This design comes from an exercise in tuning for small area and a short achievable clock period on the open sky130 flow, not from production work. Only simulation tests tie the RTL to the original design; equivalence was not proved. The clock input has no modelled driver; a real chip could not lean on it and would need a root buffer or a full tree. Power is estimated from default activity; no workload was simulated.

==> wip/sierra: inputs <==
==> flow/design.v (excerpt) <==
module KSA_pipe(s, a, b, c, clk);
   input [63:0] a;
   input [63:0] b;
   input        c;
   input        clk;
   output [64:0] s;
   wire [79:0] x;
   reg  [79:0] xr;
   wire [64:0] sOut;
   reg  [64:0] sr;
   wire s1b0_p1;
   wire s1b0_p2;
   wire s1b0_p3;
   wire s1b0_p4;
   wire s1b0_g5;
   wire s1b0_g6;
   wire s1b0_g7;
   wire s1b0_g8;
   wire s1b0_g9;
   wire s1b0_g10;
   wire s1b0_g11;
   wire s1b0_g12;
   wire s1b1_p13;
   wire s1b1_p14;
   wire s1b1_p15;
   wire s1b1_p16;
   wire s1b1_g17;
   wire s1b1_g18;
   wire s1b1_g19;
   wire s1b1_g20;
   wire s1b1_g21;
   wire s1b1_g22;
   wire s1b1_g23;
   wire s1b2_p24;
   wire s1b2_p25;
   wire s1b2_p26;
   wire s1b2_p27;
   wire s1b2_g28;
   wire s1b2_g29;
   wire s1b2_g30;
   wire s1b2_g31;
   wire s1b2_g32;
   wire s1b2_g33;
   wire s1b2_g34;
   wire s1b3_p35;
   wire s1b3_p36;
   wire s1b3_p37;
   wire s1b3_p38;
   wire s1b3_g39;
   wire s1b3_g40;
   wire s1b3_g41;
   wire s1b3_g42;
   wire s1b3_g43;
   wire s1b3_g44;
   wire s1b3_g45;
   wire s1b4_p46;
   wire s1b4_p47;
   wire s1b4_p48;
   wire s1b4_p49;
   wire s1b4_g50;
   wire s1b4_g51;
   wire s1b4_g52;
   wire s1b4_g53;
   wire s1b4_g54;
   wire s1b4_g55;
   wire s1b4_g56;
   wire s1b5_p57;
   wire s1b5_p58;
   wire s1b5_p59;
   wire s1b5_p60;
   wire s1b5_g61;
   wire s1b5_g62;
   wire s1b5_g63;
   wire s1b5_g64;
   wire s1b5_g65;
   wire s1b5_g66;
   wire s1b5_g67;
   wire s1b6_p68;
   wire s1b6_p69;
   wire s1b6_p70;
   wire s1b6_p71;
   wire s1b6_g72;
   wire s1b6_g73;
   wire s1b6_g74;
   wire s1b6_g75;
   wire s1b6_g76;
   wire s1b6_g77;
   wire s1b6_g78;
   wire s1b7_p79;
   wire s1b7_p80;
   wire s1b7_p81;
   wire s1b7_p82;
   wire s1b7_g83;
   wire s1b7_g84;
   wire s1b7_g85;
   wire s1b7_g86;
   wire s1b7_g87;
   wire s1b7_g88;
   wire s1b7_g89;
  ...
export LEC_CHECK = 0
export ABC_AREA = 1
export CAP_MARGIN = 20
export CORE_MARGIN = 2
export CORE_UTILIZATION = 40
export SETUP_SLACK_MARGIN = 2.0
export SLEW_MARGIN = 20
create_clock -name core_clock -period 3.4 [get_ports {clk}]
standard.sh (not shown) runs the stock make flow with config.mk's settings and CLKGATE_MAP_FILE= SYNTH_SCRIPT=/design/flow/synth_recipe.tcl, a recipe that flattens the netlist after the stock synthesis.
==> flow/flow/run.sh <==
#!/bin/bash
# Layout: the standard flow (standard.sh) with these changes: synthesis maps
# no full or half adder cells (ADDER_MAP_FILE empty), so abc maps the adder logic
# itself; and the make variables below for port buffers and clock tree synthesis.
set -euo pipefail
bash standard.sh ADDER_MAP_FILE= BUFFER_PORTS_ARGS=-buffer_cell\ sky130_fd_sc_hd__buf_2 finish > standard.log 2>&1
==> inputs of wip/umber, as changes to wip/sierra <==
==> flow/flow/run.sh (replaced) <==
#!/bin/bash
# Layout: the standard flow, except that synthesis maps no full or half
# adder cells (ADDER_MAP_FILE empty), so that abc maps the adder logic itself.
set -euo pipefail
bash standard.sh ADDER_MAP_FILE= finish > standard.log 2>&1
SETUP_SLACK_MARGIN = 1.6   (was 2.0)
==> inputs of wip/xenon, as changes to wip/sierra <==
==> flow/flow/run.sh (replaced) <==
#!/bin/bash
# Layout: the standard flow (standard.sh) with these changes: synthesis maps
# no full or half adder cells (ADDER_MAP_FILE empty), so abc maps the adder logic
# itself; and the make variables below for port buffers and clock tree synthesis.
set -euo pipefail
bash standard.sh ADDER_MAP_FILE= BUFFER_PORTS_ARGS=-buffer_cell\ sky130_fd_sc_hd__buf_1 CTS_ARGS=-sink_clustering_enable\ -repair_clock_nets\ -dont_use_dummy_load\ -buf_list\ sky130_fd_sc_hd__clkbuf_8\ -sink_clustering_size\ 24\ -sink_clustering_max_diameter\ 80 finish > standard.log 2>&1
==> run summary <==
In die area, wip/xenon and wip/sierra do not differ. In wip/sierra the combinational power is larger than in wip/umber, by 23%. In sequential cell count, wip/sierra and wip/umber do not differ. Final area: wip/xenon is lower than wip/sierra (7.5%).


==> ember <==
Another version of the RTL of KSA_pipe (not shown whole).
==> flow/config.mk <==
export PLATFORM = sky130hd
export DESIGN_NAME = KSA_pipe
export DESIGN_NICKNAME = KSA_pipe
export VERILOG_FILES = /design/flow/design.v
export SDC_FILE = /design/flow/constraint.sdc
export NUM_CORES = 4
export LEC_CHECK = 0
export ABC_AREA = 1
export CAP_MARGIN = 20
export CORE_MARGIN = 2
export CORE_UTILIZATION = 50
export PLACE_DENSITY = 0.65
export SETUP_SLACK_MARGIN = 1.8
export SLEW_MARGIN = 20
==> flow/constraint.sdc <==
create_clock -name core_clock -period 3.4 [get_ports {clk}]
set_input_delay 0.6800 -clock core_clock [delete_from_list [all_inputs] [get_ports {clk}]]
set_output_delay 0.6800 -clock core_clock [all_outputs]
set_load 0.01 [all_outputs]
==> flow/flow/run.sh <==
#!/bin/bash
# Layout: the standard flow (standard.sh) with these changes: synthesis maps
# no full or half adder cells (ADDER_MAP_FILE empty), so abc maps the adder logic
# itself; ports get the buffer cell named below; and after clock tree synthesis
# flow/clocktree.tcl replaces the tree by one level of buffers driven by the clock
# port; before resizing flow/outbuf.tcl makes the output ports' buffers OUTBUF_CELL.
# The flow's output goes to standard.log, and ORFS's own logs to orfs/logs.
set -euo pipefail
bash standard.sh ADDER_MAP_FILE= "PRE_RESIZE_TCL=$PWD/flow/outbuf.tcl" "POST_CTS_TCL=$PWD/flow/clocktree.tcl" BUFFER_PORTS_ARGS=-buffer_cell\ sky130_fd_sc_hd__buf_1 CTS_ARGS=-sink_clustering_enable\ -dont_use_dummy_load\ -root_buf\ sky130_fd_sc_hd__clkbuf_16\ -buf_list\ sky130_fd_sc_hd__clkbuf_16\ -sink_clustering_size\ 40\ -sink_clustering_max_diameter\ 200 CLKTREE_CELL=sky130_fd_sc_hd__clkbuf_8 CLKTREE_NLEAF=4 CLKTREE_LEAF_CELL=sky130_fd_sc_hd__clkbuf_4 OUTBUF_CELL=sky130_fd_sc_hd__buf_2 finish > standard.log 2>&1
==> flow/flow/clocktree.tcl <==
set nbuf 4
if {[info exists ::env(CLKTREE_NBUF)]} { set nbuf $::env(CLKTREE_NBUF) }
set bufcell sky130_fd_sc_hd__clkbuf_16
if {[info exists ::env(CLKTREE_CELL)]} { set bufcell $::env(CLKTREE_CELL) }

set db [ord::get_db]
set block [ord::get_db_block]
set port_net [[$block findBTerm clk] getNet]

set sinks {}
foreach inst [$block getInsts] {
  if {[[$inst getMaster] isSequential]} {
    lappend sinks [$inst findITerm CLK]
  }
}
puts "clocktree: [llength $sinks] register clock pins"

# the cells CTS added: drivers of clock nets other than the port's net
set old_insts {}
set old_nets {}
foreach net [$block getNets] {
  if {[$net getSigType] ne "CLOCK" || $net eq $port_net} { continue }
  lappend old_nets $net
  foreach it [$net getITerms] {
    if {[$it isOutputSignal]} { lappend old_insts [$it getInst] }
  }
}
# cells hanging on the port net other than registers (root buffers, loads)
foreach it [$port_net getITerms] {
  set inst [$it getInst]
  if {![[$inst getMaster] isSequential] && [lsearch -exact $old_insts $inst] < 0} {
    lappend old_insts $inst
  }
}
puts "clocktree: removing [llength $old_insts] cells and [llength $old_nets] nets"
foreach s $sinks { $s disconnect }
foreach inst $old_insts { odb::dbInst_destroy $inst }
foreach net $old_nets { odb::dbNet_destroy $net }

# split the registers into nbuf groups of equal size by position
proc loc {it} {
  set b [[$it getInst] getBBox]
  return [list [expr {([$b xMin] + [$b xMax]) / 2}] [expr {([$b yMin] + [$b yMax]) / 2}]]
}
set pts {}
foreach s $sinks { lappend pts [concat [loc $s] [list $s]] }
proc split_groups {pts n axis} {
  if {$n <= 1} { return [list $pts] }
  set sorted [lsort -integer -index $axis $pts]
  set n1 [expr {$n / 2}]
  set cut [expr {[llength $sorted] * $n1 / $n}]
  set a [lrange $sorted 0 [expr {$cut - 1}]]
  set b [lrange $sorted $cut end]
  set nxt [expr {1 - $axis}]
  return [concat [split_groups $a $n1 $nxt] [split_groups $b [expr {$n - $n1}] $nxt]]
}
# first cut along the longer side of the registers' spread
set xs [lsort -integer [lmap p $pts {lindex $p 0}]]
set ys [lsort -integer [lmap p $pts {lindex $p 1}]]
set axis [expr {([lindex $xs end] - [lindex $xs 0]) >= ([lindex $ys end] - [lindex $ys 0]) ? 0 : 1}]
set groups [split_groups $pts $nbuf $axis]

set nleaf 0
if {[info exists ::env(CLKTREE_NLEAF)]} { set nleaf $::env(CLKTREE_NLEAF) }
set leafcell $bufcell
if {[info exists ::env(CLKTREE_LEAF_CELL)]} { set leafcell $::env(CLKTREE_LEAF_CELL) }

proc centre {grp} {
  set sx 0; set sy 0
  foreach p $grp { incr sx [lindex $p 0]; incr sy [lindex $p 1] }
  return [list [expr {$sx / [llength $grp]}] [expr {$sy / [llength $grp]}]]
}
# a buffer of cell type mname at (x, y), input from net in, driving a new net
proc add_buf {name mname in x y} {
  set master [[ord::get_db] findMaster $mname]
  set block [ord::get_db_block]
  set buf [odb::dbInst_create $block $master $name]
  set net [odb::dbNet_create $block "${name}_net"]
  $net setSigType CLOCK
  [$buf findITerm A] connect $in
  [$buf findITerm X] connect $net
  $buf setLocation [expr {$x - [$master getWidth] / 2}] [expr {$y - [$master getHeight] / 2}]
  $buf setPlacementStatus PLACED
  return $net
}

set g 0
foreach grp $groups {
  lassign [centre $grp] cx cy
  if {$nleaf <= 1} {
    set net [add_buf "clktree_buf_$g" $bufcell $port_net $cx $cy]
    foreach p $grp { [lindex $p 2] connect $net }
    puts "clocktree: buffer $g drives [llength $grp] registers at ($cx, $cy)"
  } else {
    # leaves first, so the root sits at the centre of its leaves
    set leaves [split_groups $grp $nleaf [expr {1 - $axis}]]
    set lpts {}
    foreach lg $leaves { lappend lpts [centre $lg] }
    lassign [centre $lpts] rx ry
    set rnet [add_buf "clktree_buf_$g" $bufcell $port_net $rx $ry]
    set l 0
    foreach lg $leaves {
      lassign [centre $lg] lx ly
      set net [add_buf "clktree_buf_${g}_$l" $leafcell $rnet $lx $ly]
      foreach p $lg { [lindex $p 2] connect $net }
      puts "clocktree: buffer ${g}_$l drives [llength $lg] registers at ($lx, $ly)"
      incr l
    }
  }
  incr g
}

detailed_placement
estimate_parasitics -placement
report_clock_skew
if { !$::env(SKIP_CTS_REPAIR_TIMING) } {
  repair_timing_helper
  detailed_placement
}
check_placement -verbose
report_clock_skew
report_wns
==> flow/flow/outbuf.tcl <==
# Runs before ORFS's resize step (PRE_RESIZE_TCL): the output ports' buffers,
# which buffer_ports made of the smallest buffer, become OUTBUF_CELL.
set cell sky130_fd_sc_hd__buf_2
if {[info exists ::env(OUTBUF_CELL)]} { set cell $::env(OUTBUF_CELL) }
set n 0
foreach bt [[ord::get_db_block] getBTerms] {
  if {[$bt getIoType] ne "OUTPUT"} { continue }
  foreach it [[$bt getNet] getITerms] {
    if {[$it isOutputSignal]} {
      replace_cell [[$it getInst] getName] $cell
      incr n
    }
  }
}
puts "outbuf: $n output port drivers made $cell"
==> yarrow (differences from ember) <==
--- a/flow/config.mk
+++ b/flow/config.mk
@@ -9,6 +9,6 @@
 export CAP_MARGIN = 20
 export CORE_MARGIN = 2
-export CORE_UTILIZATION = 50
-export PLACE_DENSITY = 0.65
+export CORE_UTILIZATION = 65
+export PLACE_DENSITY = 0.8
 export SETUP_SLACK_MARGIN = 1.8
 export SLEW_MARGIN = 20
==> nickel (differences from ember) <==
--- a/flow/flow/run.sh
+++ b/flow/flow/run.sh
@@ -1,8 +1,12 @@
 #!/bin/bash
-# Layout: the standard flow (standard.sh) with these changes: synthesis maps
-# no full or half adder cells (ADDER_MAP_FILE empty), so abc maps the adder logic
-# itself; ports get the buffer cell named below; and after clock tree synthesis
-# flow/clocktree.tcl replaces the tree by one level of buffers driven by the clock
-# port; before resizing flow/outbuf.tcl makes the output ports' buffers OUTBUF_CELL.
+# Layout: the standard flow (standard.sh), with these changes:
+#  - synthesis maps no full or half adder cells (ADDER_MAP_FILE empty), so abc
+#    maps the adder logic itself;
+#  - buffer_ports buffers every port with buf_1, and before the resize step
+#    flow/outbuf.tcl makes the output ports' buffers OUTBUF_CELL (buf_2);
+#  - after clock tree synthesis flow/clocktree.tcl replaces the tree by a
+#    balanced two-level tree (CLKTREE_*: 4 first-level buffers driven straight
+#    from the clock port, each driving 4 leaf buffers), then repairs timing as
+#    the CTS step does.
 # The flow's output goes to standard.log, and ORFS's own logs to orfs/logs.
 set -euo pipefail
--- a/flow/config.mk
+++ b/flow/config.mk
@@ -11,4 +11,5 @@
 export CORE_UTILIZATION = 50
 export PLACE_DENSITY = 0.65
-export SETUP_SLACK_MARGIN = 1.8
+export SETUP_SLACK_MARGIN = 2.1
 export SLEW_MARGIN = 20
+export TNS_END_PERCENT = 5
==> delta (differences from ember) <==
==> flow/flow/run.sh (replaced) <==
#!/bin/bash
# Layout: the standard flow (standard.sh) with these changes: synthesis maps
# no full or half adder cells (ADDER_MAP_FILE empty), so abc maps the adder logic
# itself; ports get the buffer cell named below; and after clock tree synthesis
# flow/clocktree.tcl replaces the tree by one level of buffers driven by the clock
# port.  The flow's output goes to standard.log, and ORFS's own logs to orfs/logs.
set -euo pipefail
bash standard.sh ADDER_MAP_FILE= "POST_CTS_TCL=$PWD/flow/clocktree.tcl" BUFFER_PORTS_ARGS=-buffer_cell\ sky130_fd_sc_hd__buf_1 CTS_ARGS=-sink_clustering_enable\ -dont_use_dummy_load\ -root_buf\ sky130_fd_sc_hd__clkbuf_16\ -buf_list\ sky130_fd_sc_hd__clkbuf_16\ -sink_clustering_size\ 40\ -sink_clustering_max_diameter\ 200 CLKTREE_CELL=sky130_fd_sc_hd__clkbuf_8 CLKTREE_NLEAF=3 CLKTREE_LEAF_CELL=sky130_fd_sc_hd__clkbuf_8 finish > standard.log 2>&1
removed: flow/flow/outbuf.tcl
==> flow_summary.toml <==
[critical_path]
rrSetupSlack_ps = 1970
critPathRequiredTime_ps = 2720
type_of_element_capturing_the_critical_path = "output pin"
crit_path_top_delay_cell = "dfxtp_1"
crit_path_max_incr_delay_ps = 370
crit_chain = "buf_2"

[power_and_ir_drop]
sequential_cell_fraction_of_total_power_pct = 57.5
static-leakage-power_nw = 3.703
combPwrFrac_pct = 21.4
internal-power_mw = 2.878
irDropWorstVdd_mv = 0.2891

[detailed_routing]
vias_per_cell = 4.335
routedLengthMet1_um = 5298
detailedRoute.firstIterationViolations = 194

[layout]
area.sequential_mm2 = 0.003183
final_design_area_no_fill_mm2 = 0.007461

[floorplan]
placementRows = 40

[global_route]
groute.layer.met2.usage_pct = 27.91

[outcome]
status = "finished clean"
# the run above: ember

==> flow_summary.toml <==
[outcome]
status = "finished clean"

[layout]
final_design_area_no_fill_mm2 = 0.007433

[power_and_ir_drop]
internal-power_mw = 2.936
sequential_cell_fraction_of_total_power_pct = 56.9
static-leakage-power_nw = 3.559

[detailed_routing]
routedLengthMet1_um = 5186
detailedRoute.firstIterationViolations = 158

[floorplan]
placementRows = 40

[global_route]
groute.layer.met2.usage_pct = 28.42

[critical_path]
crit_path_max_incr_delay_ps = 300
rrSetupSlack_ps = 1980
crit_chain = "buf_1 > or2_2 > nand2_1 > o21ai_0 > nand2_1 > nand2_1 > nand2_1 > nand2_1 > nand2_1 > nand2_1"
# the run above: delta

==> flow_summary.toml <==
[outcome]
status = "finished clean"

[critical_path]
crit_chain = "buf_2"
crit_path_top_delay_cell = "dfxtp_1"
critPathRequiredTime_ps = 2720
crit_path_max_incr_delay_ps = 330

[power_and_ir_drop]
irDropWorstVdd_mv = 0.2639
internal-power_mw = 2.941
combPwrFrac_pct = 23.0

[placement]
gp_routability_congestion = 0.8354

[detailed_routing]
detailedRoute.firstIterationViolations = 148
routedLengthMet1_um = 5658
vias_per_cell = 4.515

[floorplan]
placementRows = 40

[layout]
final_design_area_no_fill_mm2 = 0.007865
area.sequential_mm2 = 0.003201

[global_route]
groute.layer.met2.usage_pct = 32.79
# the run above: nickel

==> flow_summary.toml <==
[floorplan]
placementRows = 35

[critical_path]
rrSetupSlack_ps = 1950
type_of_element_capturing_the_critical_path = "register"
crit_path_top_delay_cell = "or2_2"
crit_chain = "buf_1 > or2_2 > nand2_1 > o21ai_0 > nand2_1 > nand2_1 > nand2_1 > nand2_1 > nand2_1 > nand2_1"
critPathRequiredTime_ps = 3610
crit_path_max_incr_delay_ps = 300

[power_and_ir_drop]
internal-power_mw = 2.881
static-leakage-power_nw = 3.708
irDropWorstVdd_mv = 0.3197

[layout]
final_design_area_no_fill_mm2 = 0.007423
stdcell_count = 1096
area.sequential_mm2 = 0.003184

[outcome]
status = "finished clean"

[detailed_routing]
routedLengthMet1_um = 5437
detailedRoute.firstIterationViolations = 123
# the run above: yarrow

No run of this note takes its clock network from TritonCTS; it comes from the design's own scripts or RTL.

[what the ideal ports hide]
The results above use ideal ports. As a check the final layouts listed here were re-extracted and re-timed, cells and wires unchanged.
Step 1 sets driving cells, clkbuf_16 on the clock port and buf_2 on the other inputs (assumed; they add their load-dependent delay and slew).
Step 2 moves the port delays by t, midway between the first and last clock arrival at a register: inputs arrive t later, outputs are due t later. That takes back most of the time a late clock gives input paths.
a / b / c = ideal / step 1 / step 2; a / b = the first two.
run	t (ns)	setup WS [ns]	worst setup path at the end	worst slew at a driven data input, ns
wip/sierra	0.446	1.788 / 1.788 / 1.596	input to register	0.04
wip/umber	0.449	1.630 / 1.642 / 1.194	input to register	0.07
wip/xenon	0.470	1.779 / 1.779 / 1.607	input to register	0.05
ember	0.361	1.924 / 1.856 / 1.631	input to register	0.06
yarrow	0.363	1.890 / 1.843 / 1.568	input to register	0.05
nickel	0.362	1.951 / 1.885 / 1.657	input to register	0.06
delta	0.343	1.912 / 1.869 / 1.617	input to register	0.06
After both steps setup and hold are still met in every run listed. The setup slack of wip/umber, which loses most, moves by +0.012 ns with the drivers and by -0.436 ns with both steps.
